What follows belongs to an exercise in optimizing a design on an open flow for a short achievable clock period and few clock cycles; a production flow would make more cautious choices. Function was checked by simulation only, so behaviour that the tests miss may differ from the original. Power is estimated from default activity; no workload was simulated.

==> wip/garnet <==
==> flow/design.v <==
module cpu(clk, reset, read_data, mem_addr, mem_cmd, out, N, V, Z, w);
    input clk, reset;
    input [15:0] read_data;
    output [8:0] mem_addr;
    output [1:0] mem_cmd;
    output [15:0] out;
    output N, V, Z, w;
    reg [127:0] rf;             
    reg [2:0]  flags;           
    reg [15:0] ir;              
    reg [8:0]  ir_pc;
    reg        irv;             
    reg        fq;              
    reg [8:0]  fa;
    reg [8:0]  pc_f;            
    reg        ld_q;            
    reg [7:0]  ld_wr;
    reg        halted;
    reg [1:0]  cmd_q;
    reg        use_maddr;
    reg [8:0]  maddr;
    reg [15:0] sdata;
    reg        ev;
    reg [15:0] opA, opB;
    reg        cin;
    reg [7:0]  e_wr;            
    reg [7:0]  e_ldrd;          
    reg        e_add, e_and, e_cmp, e_ld, e_st, e_redir, e_halt;
    assign mem_cmd = cmd_q;
    assign mem_addr = use_maddr ? maddr : pc_f;
    assign out = sdata;
    assign {V, N, Z} = flags;
    assign w = halted | e_halt;
    wire [15:0] sum = opA + opB + {15'b0, cin};
    wire [15:0] e_res = e_add ? sum : e_and ? (opA & opB) : opB;
    wire zf = &(opA ^ opB);
    wire vf = (opA[15] == opB[15]) & (sum[15] != opA[15]);
    wire [2:0] flags_n = e_cmp ? {vf, sum[15], zf} : flags;
    wire [15:0] wdata = ld_q ? read_data : e_res;
    wire [7:0]  we = ld_wr | e_wr;
    reg  [127:0] rf_n;
    integer k;
    always @(*) begin
        for (k = 0; k < 8; k = k + 1)
            rf_n[16*k +: 16] = we[k] ? wdata : rf[16*k +: 16];
    end
    wire arriving = fq & ~e_redir & ~e_halt & ~halted;
    wire irv_n = arriving | (irv & ~ev);
    wire ev_n = irv_n & ~e_ld & ~e_halt & ~halted;
    wire [15:0] nir = ld_q ? ir : read_data;
    wire [8:0]  npc = ld_q ? ir_pc : fa;
    wire [2:0] opc = nir[15:13];
    wire [1:0] op = nir[12:11];
    wire [2:0] rn = nir[10:8], rd = nir[7:5], rm = nir[2:0];
    wire [1:0] sh = nir[4:3];
    wire d_movi = (opc == 3'b110) & (op == 2'b10);
    wire d_movr = (opc == 3'b110) & (op == 2'b00);
    wire d_add  = (opc == 3'b101) & (op == 2'b00);
    wire d_cmp  = (opc == 3'b101) & (op == 2'b01);
    wire d_and  = (opc == 3'b101) & (op == 2'b10);
    wire d_mvn  = (opc == 3'b101) & (op == 2'b11);
    wire d_ldr  = (opc == 3'b011) & (op == 2'b00);
    wire d_str  = (opc == 3'b100) & (op == 2'b00);
    wire d_b    = (opc == 3'b001) & (op == 2'b00);
    wire d_bl   = (opc == 3'b010) & (op == 2'b11) & (rn == 3'b111);
    wire d_blx  = (opc == 3'b010) & (op == 2'b10) & (rn == 3'b111);
    wire d_bx   = (opc == 3'b010) & (op == 2'b00) & (rn == 3'b000);
    wire d_halt = ~(d_movi | d_movr | d_add | d_cmp | d_and | d_mvn | d_ldr | d_str |
                    d_b | d_bl | d_blx | d_bx);
    wire [15:0] vA = rf_n[16*rn +: 16];
    wire [15:0] vM = rf_n[16*rm +: 16];
    wire [15:0] vD = rf_n[16*rd +: 16];
    reg [15:0] vMs;
    always @(*) begin
        case (sh)
            2'b00: vMs = vM;
            2'b01: vMs = {vM[14:0], 1'b0};
            2'b10: vMs = {1'b0, vM[15:1]};
            default: vMs = {vM[15], vM[15:1]};
        endcase
    end
    wire [8:0] npc1 = npc + 9'd1;
    wire [15:0] sx8 = {{8{nir[7]}}, nir[7:0]};
    wire [8:0] sx5 = {{4{nir[4]}}, nir[4:0]};
    wire [15:0] opB_n = d_movi ? sx8 :
                        (d_bl | d_blx) ? {7'b0, npc1} :
                        (d_cmp | d_mvn) ? ~vMs : vMs;
    reg taken;
    always @(*) begin
        case (rn)
            3'd0: taken = 1'b1;
            3'd1: taken = (flags_n == 3'b001);
            3'd2: taken = ~flags_n[0];
            3'd3: taken = (flags_n == 3'b100) | (flags_n == 3'b010);
            3'd4: taken = (flags_n == 3'b100) | (flags_n == 3'b010) | (flags_n == 3'b001);
            default: taken = 1'b0;
        endcase
    end
    wire d_redir = (d_b & taken) | d_bl | d_blx | d_bx;
    wire [8:0] maddr_n = (d_ldr | d_str) ? vA[8:0] + sx5 :
                         (d_b | d_bl) ? npc1 + sx8[8:0] :
                         (d_blx & (rd == 3'b111)) ? npc1 : vD[8:0];
    wire [7:0] rd_oh = 8'b1 << rd;
    wire [7:0] rn_oh = 8'b1 << rn;
    wire [7:0] wr_n = d_movi ? rn_oh :
                      (d_movr | d_add | d_and | d_mvn) ? rd_oh :
                      (d_bl | d_blx) ? 8'b1000_0000 : 8'b0;
    wire halted_n = halted | e_halt;
    wire n_ld = ev_n & d_ldr, n_st = ev_n & d_str, n_redir = ev_n & d_redir;
    wire n_halt = ev_n & d_halt;
    wire fetching = cmd_q[1] & ~e_ld;
    wire [8:0] addr_now = mem_addr;
    always @(posedge clk) begin
        rf <= rf_n;
        flags <= flags_n;
        opA <= vA;
        opB <= opB_n;
        sdata <= vD;
        maddr <= maddr_n;
        cin <= d_cmp;
        e_add <= d_add | d_cmp;
        e_and <= d_and;
        e_ldrd <= rd_oh;
        ir <= arriving ? read_data : ir;
        ir_pc <= arriving ? fa : ir_pc;
        fa <= addr_now;
        if (reset) begin
            irv <= 1'b0;
            fq <= 1'b0;
            pc_f <= 9'd0;
            ld_q <= 1'b0;
            ld_wr <= 8'b0;
            halted <= 1'b0;
            cmd_q <= 2'b10;
            use_maddr <= 1'b0;
            ev <= 1'b0;
            e_wr <= 8'b0;
            e_cmp <= 1'b0;
            e_ld <= 1'b0;
            e_st <= 1'b0;
            e_redir <= 1'b0;
            e_halt <= 1'b0;
        end else begin
            irv <= irv_n;
            fq <= fetching;
            pc_f <= fetching ? addr_now + 9'd1 : pc_f;
            ld_q <= e_ld;
            ld_wr <= e_ld ? e_ldrd : 8'b0;
            halted <= halted_n;
            ev <= ev_n;
            e_wr <= ev_n ? wr_n : 8'b0;
            e_cmp <= ev_n & d_cmp;
            e_ld <= n_ld;
            e_st <= n_st;
            e_redir <= n_redir;
            e_halt <= n_halt;
            if (halted_n | n_halt) begin
                cmd_q <= 2'b00;
                use_maddr <= 1'b0;
            end else if (n_st) begin
                cmd_q <= 2'b01;
                use_maddr <= 1'b1;
            end else begin
                cmd_q <= 2'b10;
                use_maddr <= n_ld | n_redir;
            end
        end
    end
endmodule
==> flow/run.sh <==
#!/bin/bash
# synth_recipe.tcl (not shown) runs the flow's synth.tcl, then flattens the netlist and writes it again
# the make line also repeats each setting of config.mk as NAME=value (left out here)
make -C /OpenROAD-flow-scripts/flow DESIGN_CONFIG=/design/flow/config.mk WORK_HOME=/design/flow/orfs CLKGATE_MAP_FILE= SYNTH_SCRIPT=/design/flow/synth_recipe.tcl finish
==> flow/config.mk <==
export PLATFORM = sky130hd
export DESIGN_NAME = cpu
export DESIGN_NICKNAME = cpu
export VERILOG_FILES = /design/flow/design.v
export SDC_FILE = /design/flow/constraint.sdc
export NUM_CORES = 4
export LEC_CHECK = 0
export CAP_MARGIN = 20
export CORE_MARGIN = 2
export CORE_UTILIZATION = 40
export SLEW_MARGIN = 20
==> flow/constraint.sdc <==
create_clock -name core_clock -period 7.0 [get_ports {clk}]
set_input_delay 1.4000 -clock core_clock [delete_from_list [all_inputs] [get_ports {clk}]]
set_output_delay 1.4000 -clock core_clock [all_outputs]
set_load 0.01 [all_outputs]
==> wip/harbor: changes against wip/garnet <==
--- a/flow/config.mk
+++ b/flow/config.mk
@@ -5,7 +5,10 @@
 export SDC_FILE = /design/flow/constraint.sdc
 export NUM_CORES = 4
 export LEC_CHECK = 0
+export ABC_CLOCK_PERIOD_IN_PS = 3000
 export CAP_MARGIN = 20
 export CORE_MARGIN = 2
 export CORE_UTILIZATION = 40
+export SETUP_SLACK_MARGIN = 4.0
 export SLEW_MARGIN = 20
+export TNS_END_PERCENT = 100
==> qor summary <==
quantity	wip/harbor	wip/garnet
Global routing usage summed across all routing layers	32.89%	31.23%
Routed len/inst	26.57 um	25.83 um
Fraction of power consumed by the clock network	28.6%	34.4%
Setup Buffers After CTS	103	0
Worst supply voltage drop on vdd	203.7 uV	178.2 uV
Setup WS post-layout	2.499 ns	1.694 ns
Top Consumer	combinational logic	registers
Run status	timing/DRC/antenna clean	timing/DRC/antenna clean
Filler-free cell count of the finished design	2718	2569
DR vias/cell	6.538	6.461
Net count, final	2225	2073
H-Tree Depth	1	2
Tightest Pin Transition	1.074 ns	1.133 ns
Total via count in the routed design	17770	16599
CP max-delay cell	sky130_fd_sc_hd__a211oi_4	sky130_fd_sc_hd__a211oi_2
Clock skew	0.01585 ns	0.02061 ns
Top cell by count, worst path	sky130_fd_sc_hd__inv_2	sky130_fd_sc_hd__inv_1
DR WL met3	8.441 mm	7.073 mm
Max stage delay on crit path	0.48 ns	0.70 ns
Largest fanout on the critical path	7	8
Combinational cell power	2.24 mW	1.65 mW
Worst EP required	7.49 ns	7.44 ns
Multi-input gates	1548	1543
Total of fill cells in the finished design	3508	3898
Testbench counts of wip/garnet, summed over its fixed seeds: cycles 21,574.
Testbench counts of wip/harbor, summed over its fixed seeds: cycles 21,574.

---

==> job 3427 <==
Another version of the RTL of cpu (not shown whole).
## cpu
module cpu(clk, reset, read_data, mem_addr, mem_cmd, out, N, V, Z, w);
    input clk, reset;
    input [15:0] read_data;
    output [8:0] mem_addr;
    output [1:0] mem_cmd;
    output [15:0] out;
    output N, V, Z, w;
    function [16:0] ks16(input [15:0] a, input [15:0] b, input ci);
        reg [15:0] p, g0, p0, g1, p1, g2, p2, g3, p3, g4;
        integer i;
        begin
            p = a ^ b;
            g0 = a & b;
            g0[0] = (a[0] & b[0]) | (p[0] & ci);
            p0 = p;
            for (i = 0; i < 16; i = i + 1) begin
                g1[i] = (i >= 1) ? g0[i] | (p0[i] & g0[i-1]) : g0[i];
                p1[i] = (i >= 1) ? p0[i] & p0[i-1] : p0[i];
            end
            for (i = 0; i < 16; i = i + 1) begin
                g2[i] = (i >= 2) ? g1[i] | (p1[i] & g1[i-2]) : g1[i];
                p2[i] = (i >= 2) ? p1[i] & p1[i-2] : p1[i];
            end
            for (i = 0; i < 16; i = i + 1) begin
                g3[i] = (i >= 4) ? g2[i] | (p2[i] & g2[i-4]) : g2[i];
                p3[i] = (i >= 4) ? p2[i] & p2[i-4] : p2[i];
            end
            for (i = 0; i < 16; i = i + 1)
                g4[i] = (i >= 8) ? g3[i] | (p3[i] & g3[i-8]) : g3[i];
            ks16 = {g4[15], p ^ {g4[14:0], ci}};
        end
    endfunction
    function [8:0] inc9(input [8:0] x);
        reg [16:0] t;
        begin
            t = ks16({7'b0, x}, 16'b0, 1'b1);
            inc9 = t[8:0];
        end
    endfunction
  ...
Settings: LEC_CHECK=0, CAP_MARGIN=20, CORE_MARGIN=2, CORE_UTILIZATION=30, SETUP_SLACK_MARGIN=4.0, SLEW_MARGIN=20, SYNTH_HIERARCHICAL=1, TNS_END_PERCENT=100; clock period 7.0 ns.
run.sh (not shown) runs the stock make flow with config.mk's settings and CLKGATE_MAP_FILE= SYNTH_SCRIPT=/design/flow/synth_recipe.tcl, a recipe that flattens the netlist after the stock synthesis.
==> inputs of job 5771, as changes to job 3427 <==
--- a/flow/design.v
+++ b/flow/design.v
@@ -115,12 +115,14 @@
     reg [15:0] sdata;
     reg        pA, pB, pD, pM, pT;   
     reg        y_ld, y_st, y_redir, y_halt, y_cmp, y_and, y_fast;
     reg [7:0]  y_wr, y_ldrd;
     reg        ev;
     reg [15:0] opA, opB, resA, resB;
+    reg [7:0]  wE, wL;          
+    reg [15:0] wld;
     reg        bypA, bypB, bypD;
     reg        cin;
     reg [7:0]  e_wr;            
     reg        e_fast;          
     reg [7:0]  e_ldrd;
     reg        e_and, e_cmp, e_ld, e_st, e_redir, e_halt;
@@ -145,86 +147,84 @@
     wire zf = &(A ^ B);
     wire s15 = sum[15];
     wire same15 = (A[15] == B[15]);
     wire v1 = same15 & ~A[15];     
     wire v0 = same15 & A[15];      
     wire [2:0] flags_n = e_cmp ? {same15 & (s15 ^ A[15]), s15, zf} : flags;
-    wire [15:0] wdata = ld_q ? read_data : e_res;
-    wire [7:0]  we = ld_wr | e_wr;
-    reg  [127:0] rf_n;
+    reg  [127:0] rf_n;          
     reg  [127:0] rf_fast;       
     integer k;
     always @(*) begin
         for (k = 0; k < 8; k = k + 1) begin
-            rf_n[16*k +: 16] = we[k] ? wdata : rf[16*k +: 16];
-            rf_fast[16*k +: 16] = (e_fast & e_wr[k]) ? opB : rf[16*k +: 16];
+            rf_n[16*k +: 16] = wE[k] ? resA : wL[k] ? wld : rf[16*k +: 16];
+            rf_fast[16*k +: 16] = (e_fast & e_wr[k]) ? opB : rf_n[16*k +: 16];
         end
     end
     wire arriving = fq & ~e_redir & ~e_halt & ~halted;
     wire [63:0] y0, y1, y2, y3, y4, y5, y6, y5b, y6b, y7;
     wire [7:0] mrn_oh;
     wire [71:0] maddr_k;
     dec3 MD(.x(read_data[10:8]), .y(mrn_oh));
     genvar gk;
     generate
         for (gk = 0; gk < 8; gk = gk + 1) begin : MA
-            addk A(.r(rf[16*gk +: 9]), .i(read_data[4:0]), .s(maddr_k[9*gk +: 9]));
+            addk A(.r(rf_n[16*gk +: 9]), .i(read_data[4:0]), .s(maddr_k[9*gk +: 9]));
         end
     endgenerate
     wire [8:0] a_mem;
     sel8x9 MS(.v(maddr_k), .s(mrn_oh), .y(a_mem));
-    dcore #(.CONE(1)) D1(.inst(read_data), .fa1(fa1), .fpred(fpred), .fpret(fpret), .fptgt(fptgt), .rf(rf),
+    dcore #(.CONE(1)) D1(.inst(read_data), .fa1(fa1), .fpred(fpred), .fpret(fpret), .fptgt(fptgt), .rf(rf_n),
               .rf_fast(rf_fast), .e_wr(e_wr), .e_fast(e_fast), .e_ld(e_ld), .e_ldrd(e_ldrd),
               .e_st(e_st), .e_key(e_key), .e_res(e_res), .e_cmp(e_cmp), .flags(flags), .s15(s15),
               .zf(zf), .v1(v1), .v0(v0), .sdata(out), .arriving(arriving), .hold(hold),
               .irv(irv), .ev(ev), .e_halt(e_halt), .halted(halted), .y_ld(y_ld), .y_st(y_st),
               .y_redir(y_redir), .y_halt(y_halt), .y_cmp(y_cmp), .y_and(y_and), .y_fast(y_fast),
               .y_wr(y_wr), .y_ldrd(y_ldrd), .pT(pT), .pM(pM), .y(y1));
-    dcore #(.CONE(2)) D2(.inst(read_data), .fa1(fa1), .fpred(fpred), .fpret(fpret), .fptgt(fptgt), .rf(rf),
+    dcore #(.CONE(2)) D2(.inst(read_data), .fa1(fa1), .fpred(fpred), .fpret(fpret), .fptgt(fptgt), .rf(rf_n),
               .rf_fast(rf_fast), .e_wr(e_wr), .e_fast(e_fast), .e_ld(e_ld), .e_ldrd(e_ldrd),
               .e_st(e_st), .e_key(e_key), .e_res(e_res), .e_cmp(e_cmp), .flags(flags), .s15(s15),
               .zf(zf), .v1(v1), .v0(v0), .sdata(out), .arriving(arriving), .hold(hold),
               .irv(irv), .ev(ev), .e_halt(e_halt), .halted(halted), .y_ld(y_ld), .y_st(y_st),
               .y_redir(y_redir), .y_halt(y_halt), .y_cmp(y_cmp), .y_and(y_and), .y_fast(y_fast),
               .y_wr(y_wr), .y_ldrd(y_ldrd), .pT(pT), .pM(pM), .y(y2));
-    dcore #(.CONE(3)) D3(.inst(read_data), .fa1(fa1), .fpred(fpred), .fpret(fpret), .fptgt(fptgt), .rf(rf),
+    dcore #(.CONE(3)) D3(.inst(read_data), .fa1(fa1), .fpred(fpred), .fpret(fpret), .fptgt(fptgt), .rf(rf_n),
               .rf_fast(rf_fast), .e_wr(e_wr), .e_fast(e_fast), .e_ld(e_ld), .e_ldrd(e_ldrd),
               .e_st(e_st), .e_key(e_key), .e_res(e_res), .e_cmp(e_cmp), .flags(flags), .s15(s15),
               .zf(zf), .v1(v1), .v0(v0), .sdata(out), .arriving(arriving), .hold(hold),
               .irv(irv), .ev(ev), .e_halt(e_halt), .halted(halted), .y_ld(y_ld), .y_st(y_st),
               .y_redir(y_redir), .y_halt(y_halt), .y_cmp(y_cmp), .y_and(y_and), .y_fast(y_fast),
               .y_wr(y_wr), .y_ldrd(y_ldrd), .pT(pT), .pM(pM), .y(y3));
-    dcore #(.CONE(4)) D4(.inst(read_data), .fa1(fa1), .fpred(fpred), .fpret(fpret), .fptgt(fptgt), .rf(rf),
+    dcore #(.CONE(4)) D4(.inst(read_data), .fa1(fa1), .fpred(fpred), .fpret(fpret), .fptgt(fptgt), .rf(rf_n),
               .rf_fast(rf_fast), .e_wr(e_wr), .e_fast(e_fast), .e_ld(e_ld), .e_ldrd(e_ldrd),
               .e_st(e_st), .e_key(e_key), .e_res(e_res), .e_cmp(e_cmp), .flags(flags), .s15(s15),
               .zf(zf), .v1(v1), .v0(v0), .sdata(out), .arriving(arriving), .hold(hold),
               .irv(irv), .ev(ev), .e_halt(e_halt), .halted(halted), .y_ld(y_ld), .y_st(y_st),
               .y_redir(y_redir), .y_halt(y_halt), .y_cmp(y_cmp), .y_and(y_and), .y_fast(y_fast),
               .y_wr(y_wr), .y_ldrd(y_ldrd), .pT(pT), .pM(pM), .y(y4));
-    dcore #(.CONE(5), .TK(1)) D5(.inst(read_data), .fa1(fa1), .fpred(fpred), .fpret(fpret), .fptgt(fptgt), .rf(rf),
+    dcore #(.CONE(5), .TK(1)) D5(.inst(read_data), .fa1(fa1), .fpred(fpred), .fpret(fpret), .fptgt(fptgt), .rf(rf_n),
               .rf_fast(rf_fast), .e_wr(e_wr), .e_fast(e_fast), .e_ld(e_ld), .e_ldrd(e_ldrd),
               .e_st(e_st), .e_key(e_key), .e_res(e_res), .e_cmp(e_cmp), .flags(flags), .s15(s15),
               .zf(zf), .v1(v1), .v0(v0), .sdata(out), .arriving(arriving), .hold(hold),
               .irv(irv), .ev(ev), .e_halt(e_halt), .halted(halted), .y_ld(y_ld), .y_st(y_st),
               .y_redir(y_redir), .y_halt(y_halt), .y_cmp(y_cmp), .y_and(y_and), .y_fast(y_fast),
               .y_wr(y_wr), .y_ldrd(y_ldrd), .pT(pT), .pM(pM), .y(y5));
-    dcore #(.CONE(5), .TK(2)) D5b(.inst(read_data), .fa1(fa1), .fpred(fpred), .fpret(fpret), .fptgt(fptgt), .rf(rf),
+    dcore #(.CONE(5), .TK(2)) D5b(.inst(read_data), .fa1(fa1), .fpred(fpred), .fpret(fpret), .fptgt(fptgt), .rf(rf_n),
               .rf_fast(rf_fast), .e_wr(e_wr), .e_fast(e_fast), .e_ld(e_ld), .e_ldrd(e_ldrd),
               .e_st(e_st), .e_key(e_key), .e_res(e_res), .e_cmp(e_cmp), .flags(flags), .s15(s15),
               .zf(zf), .v1(v1), .v0(v0), .sdata(out), .arriving(arriving), .hold(hold),
               .irv(irv), .ev(ev), .e_halt(e_halt), .halted(halted), .y_ld(y_ld), .y_st(y_st),
               .y_redir(y_redir), .y_halt(y_halt), .y_cmp(y_cmp), .y_and(y_and), .y_fast(y_fast),
               .y_wr(y_wr), .y_ldrd(y_ldrd), .pT(pT), .pM(pM), .y(y5b));
-    dcore #(.CONE(6), .TK(1)) D6(.inst(read_data), .fa1(fa1), .fpred(fpred), .fpret(fpret), .fptgt(fptgt), .rf(rf),
+    dcore #(.CONE(6), .TK(1)) D6(.inst(read_data), .fa1(fa1), .fpred(fpred), .fpret(fpret), .fptgt(fptgt), .rf(rf_n),
               .rf_fast(rf_fast), .e_wr(e_wr), .e_fast(e_fast), .e_ld(e_ld), .e_ldrd(e_ldrd),
               .e_st(e_st), .e_key(e_key), .e_res(e_res), .e_cmp(e_cmp), .flags(flags), .s15(s15),
               .zf(zf), .v1(v1), .v0(v0), .sdata(out), .arriving(arriving), .hold(hold),
               .irv(irv), .ev(ev), .e_halt(e_halt), .halted(halted), .y_ld(y_ld), .y_st(y_st),
               .y_redir(y_redir), .y_halt(y_halt), .y_cmp(y_cmp), .y_and(y_and), .y_fast(y_fast),
               .y_wr(y_wr), .y_ldrd(y_ldrd), .pT(pT), .pM(pM), .y(y6));
-    dcore #(.CONE(7), .TK(3)) D7(.inst(read_data), .fa1(fa1), .fpred(fpred), .fpret(fpret), .fptgt(fptgt), .rf(rf),
+    dcore #(.CONE(7), .TK(3)) D7(.inst(read_data), .fa1(fa1), .fpred(fpred), .fpret(fpret), .fptgt(fptgt), .rf(rf_n),
               .rf_fast(rf_fast), .e_wr(e_wr), .e_fast(e_fast), .e_ld(e_ld), .e_ldrd(e_ldrd),
               .e_st(e_st), .e_key(e_key), .e_res(e_res), .e_cmp(e_cmp), .flags(flags), .s15(s15),
               .zf(zf), .v1(v1), .v0(v0), .sdata(out), .arriving(arriving), .hold(hold),
               .irv(irv), .ev(ev), .e_halt(e_halt), .halted(halted), .y_ld(y_ld), .y_st(y_st),
               .y_redir(y_redir), .y_halt(y_halt), .y_cmp(y_cmp), .y_and(y_and), .y_fast(y_fast),
               .y_wr(y_wr), .y_ldrd(y_ldrd), .pT(pT), .pM(pM), .y(y7));
@@ -254,28 +254,27 @@
     wire [7:0] a_wr = y6[26:19], rd_oh = y6[18:11];
     wire halted_n = halted | e_halt;
     wire [15:0] src = ld_q ? read_data : resA;
     wire y_inv = (ir[15:11] == 5'b10101) | (ir[15:11] == 5'b10111);
     wire fetching = cmd_q[1] & ~e_ld;
     wire e_ins = (e_bk & e_redir) | e_r7;
-    reg [3:0] bhit_p, bhit_j;
-    integer j;
-    always @(*)
-        for (j = 0; j < 4; j = j + 1) begin
-            bhit_p[j] = bv[j] & (bpc[9*j +: 9] == pc_f);
-            bhit_j[j] = bv[j] & (bpc[9*j +: 9] == mjmp);
-        end
+    wire [3:0] bhit_p, bhit_j;
+    btbhit BP(.bv(bv), .bpc(bpc), .a(pc_f), .hit(bhit_p));
+    btbhit BJ(.bv(bv), .bpc(bpc), .a(mjmp), .hit(bhit_j));
     wire [3:0] bhit = use_jmp ? bhit_j : bhit_p;
     wire bpred = |bhit;
     wire bpret = |(bhit & bret);
     wire [8:0] btgt = bpret ? lr_pred : ({9{bhit[0]}} & btg[8:0]) | ({9{bhit[1]}} & btg[17:9]) |
                                         ({9{bhit[2]}} & btg[26:18]) | ({9{bhit[3]}} & btg[35:27]);
     wire [8:0] addr1 = use_jmp ? inc9(mjmp) : inc9(pc_f);
     wire [8:0] faddr = use_jmp ? mjmp : pc_f;
     always @(posedge clk) begin
         rf <= rf_n;
+        wE <= e_wr;
+        wL <= ld_wr;
+        wld <= read_data;
         flags <= flags_n;
         resA <= e_res;
         fa <= faddr;
         fa1 <= addr1;
         fptgt <= btgt;
         if (e_call) lr_pred <= opB[8:0];
@@ -486,12 +485,13 @@
             3'd2: cond_ok = ~f[0];
             3'd3: cond_ok = (f == 3'b100) | (f == 3'b010);
             3'd4: cond_ok = (f == 3'b100) | (f == 3'b010) | (f == 3'b001);
             default: cond_ok = 1'b0;
         endcase
     endfunction
+    reg  [127:0] shv;           
     reg  [71:0]  addr_k;        
     reg  [71:0]  base_k;
     integer k;
     wire [2:0] opc = inst[15:13];
     wire [1:0] op = inst[12:11];
     wire [2:0] rn = inst[10:8], rd = inst[7:5], rm = inst[2:0];
@@ -519,19 +519,20 @@
     wire d_fwd  = d_ldr & e_st & (inst[10:8] == e_key[7:5]) & (inst[4:0] == e_key[4:0]);
     wire [7:0] rd_oh = 8'b1 << rd;
     wire [7:0] rn_oh = 8'b1 << rn;
     wire [7:0] rm_oh = 8'b1 << rm;
     always @(*) begin
         for (k = 0; k < 8; k = k + 1) begin
+            shv[16*k +: 16] = shinv(rf[16*k +: 16], sh, d_inv);
             base_k[9*k +: 9] = rf_fast[16*k +: 9];
             addr_k[9*k +: 9] = add_sx5(rf[16*k +: 9], im5);
         end
     end
     wire [15:0] rA = sel16(rf, rn_oh);
     wire [15:0] rD = sel16(rf, rd_oh);
-    wire [15:0] rMs = shinv(sel16(rf, rm_oh), sh, d_inv);
+    wire [15:0] rMs = sel16(shv, rm_oh);
     wire [15:0] sx8 = {{8{inst[7]}}, inst[7:0]};
     wire [15:0] a_opA = d_regA ? rA : 16'b0;
     wire [15:0] a_opB = d_movi ? sx8 : (d_bl | d_blx) ? {7'b0, fa1} : d_fwd ? sdata : rMs;
     wire e_wr_rn = |(e_wr & rn_oh);
     wire e_wr_rm = |(e_wr & rm_oh);
     wire e_wr_rd = |(e_wr & rd_oh);
@@ -630,17 +631,19 @@
 module add5(a, b, s, co);
     input [4:0] a, b;
     output [4:0] s;
     output co;
     wire [4:0] g = a & b;
     wire [4:0] t = a | b;
-    wire c1 = g[0];
-    wire c2 = g[1] | (t[1] & g[0]);
-    wire c3 = g[2] | (t[2] & g[1]) | (t[2] & t[1] & g[0]);
-    wire c4 = g[3] | (t[3] & g[2]) | (t[3] & t[2] & g[1]) | (t[3] & t[2] & t[1] & g[0]);
-    assign co = g[4] | (t[4] & c4);
+    wire c1 = a[0] & b[0];
+    wire c2 = g[1] | (t[1] & a[0] & b[0]);
+    wire c3 = g[2] | (t[2] & a[1] & b[1]) | (t[2] & t[1] & a[0] & b[0]);
+    wire c4 = g[3] | (t[3] & a[2] & b[2]) | (t[3] & t[2] & a[1] & b[1]) |
+              (t[3] & t[2] & t[1] & a[0] & b[0]);
+    assign co = g[4] | (t[4] & a[3] & b[3]) | (t[4] & t[3] & a[2] & b[2]) |
+                (t[4] & t[3] & t[2] & a[1] & b[1]) | (t[4] & t[3] & t[2] & t[1] & a[0] & b[0]);
     assign s = (a ^ {c4, c3, c2, c1, 1'b0}) ^ b;
 endmodule
 module hisel(r, up, dn, neg, c, y);
     input [3:0] r, up, dn;
     input neg, c;
     output [3:0] y;
@@ -756,6 +759,14 @@
 endmodule
 module sumbit(a, b, c, s);
     input a, b, c;
     output s;
     assign s = a ^ b ^ c;
 endmodule
+module btbhit(bv, bpc, a, hit);
+    input [3:0] bv;
+    input [35:0] bpc;
+    input [8:0] a;
+    output [3:0] hit;
+    assign hit = {bv[3] & (bpc[35:27] == a), bv[2] & (bpc[26:18] == a),
+                  bv[1] & (bpc[17:9] == a), bv[0] & (bpc[8:0] == a)};
+endmodule
- CORE_UTILIZATION: 30 -> 45
- PLACE_DENSITY: not set -> 0.65
==> notes <==
Job 5771 completed without violations. Job 3427 ran to the end with no violations. Non-clock buffer count: job 5771 is higher than job 3427 (189). Against job 5771, the utilization of job 3427 is lower by 19 points. In job 3427 the worst hold slack is higher than in job 5771, by 0.098 ns. Between job 5771 and job 3427, the lower synthesized cell count is in job 3427 (gap 25%, measured against job 3427). Via count: job 5771 is larger than job 3427 (about 27%). Against job 3427, the register-to-register slack of job 5771 is lower by 0.02 ns.
==> figures <==
Peak supply drop: job 3427 0.000249 V; job 5771 0.000295 V
Diodes inserted: job 3427 4; job 5771 2
Detail Route met3 WL: job 3427 12.0 mm; job 5771 18.0 mm
Delay contributed by the slowest stage of the critical path: job 3427 0.42 ns; job 5771 0.56 ns
Leakage dissipation: job 3427 16.9 nW; job 5771 19.4 nW
Proportion of layout cells with a drive suffix above 1: job 3427 0.273; job 5771 0.283
WHS Endpoint: job 3427 y_pc[1]; job 5771 wL[4]
RD Place Congestion: job 3427 0.963; job 5771 1.03
Clock input transition at the sequential cells of the worst setup and hold paths: job 3427 0.06 ns; job 5771 0.07 ns
Run status: job 3427 finished clean; job 5771 finished clean
Number of buffers created by CTS: job 3427 56; job 5771 58
Clock Network Area Fraction: job 3427 0.0485; job 5771 0.0425
Count of sequential standard cells: job 3427 488; job 5771 520
Testbench counts of job 3427, summed over its fixed seeds: cycles 20,667.
Testbench counts of job 5771, summed over its fixed seeds: cycles 20,667.

## re-timing with driven ports
Ports are ideal in the flow. The routed layouts listed here were re-timed in OpenROAD. Step 1 (the two cells are an assumption about what drives the block):
set clk [get_ports {clk}]
set_driving_cell -lib_cell sky130_fd_sc_hd__clkbuf_16 $clk
set_driving_cell -lib_cell sky130_fd_sc_hd__buf_2 [delete_from_list [all_inputs] $clk]
Step 2, shift: input delay + t, output delay - t, t = (earliest + latest rising clock arrival at the registers) / 2. This alone moves slack from input paths to output paths. Three values: ideal ports, drivers, drivers and shift; two values: the first two.
run	t, ns	setup WS [ns]	worst setup path at the end
wip/garnet	0.601	1.694 / 1.694 / 1.201	input to register
wip/harbor	0.643	2.499 / 2.499 / 2.033	input to register
job 3427	0.722	3.787 / 3.624 / 2.902	input to register
job 5771	0.725	3.771 / 3.684 / 2.959	input to register
After both steps every run listed still meets setup and hold. The setup slack of job 3427, which loses most, moves by -0.163 ns with the drivers and by -0.885 ns with both steps.
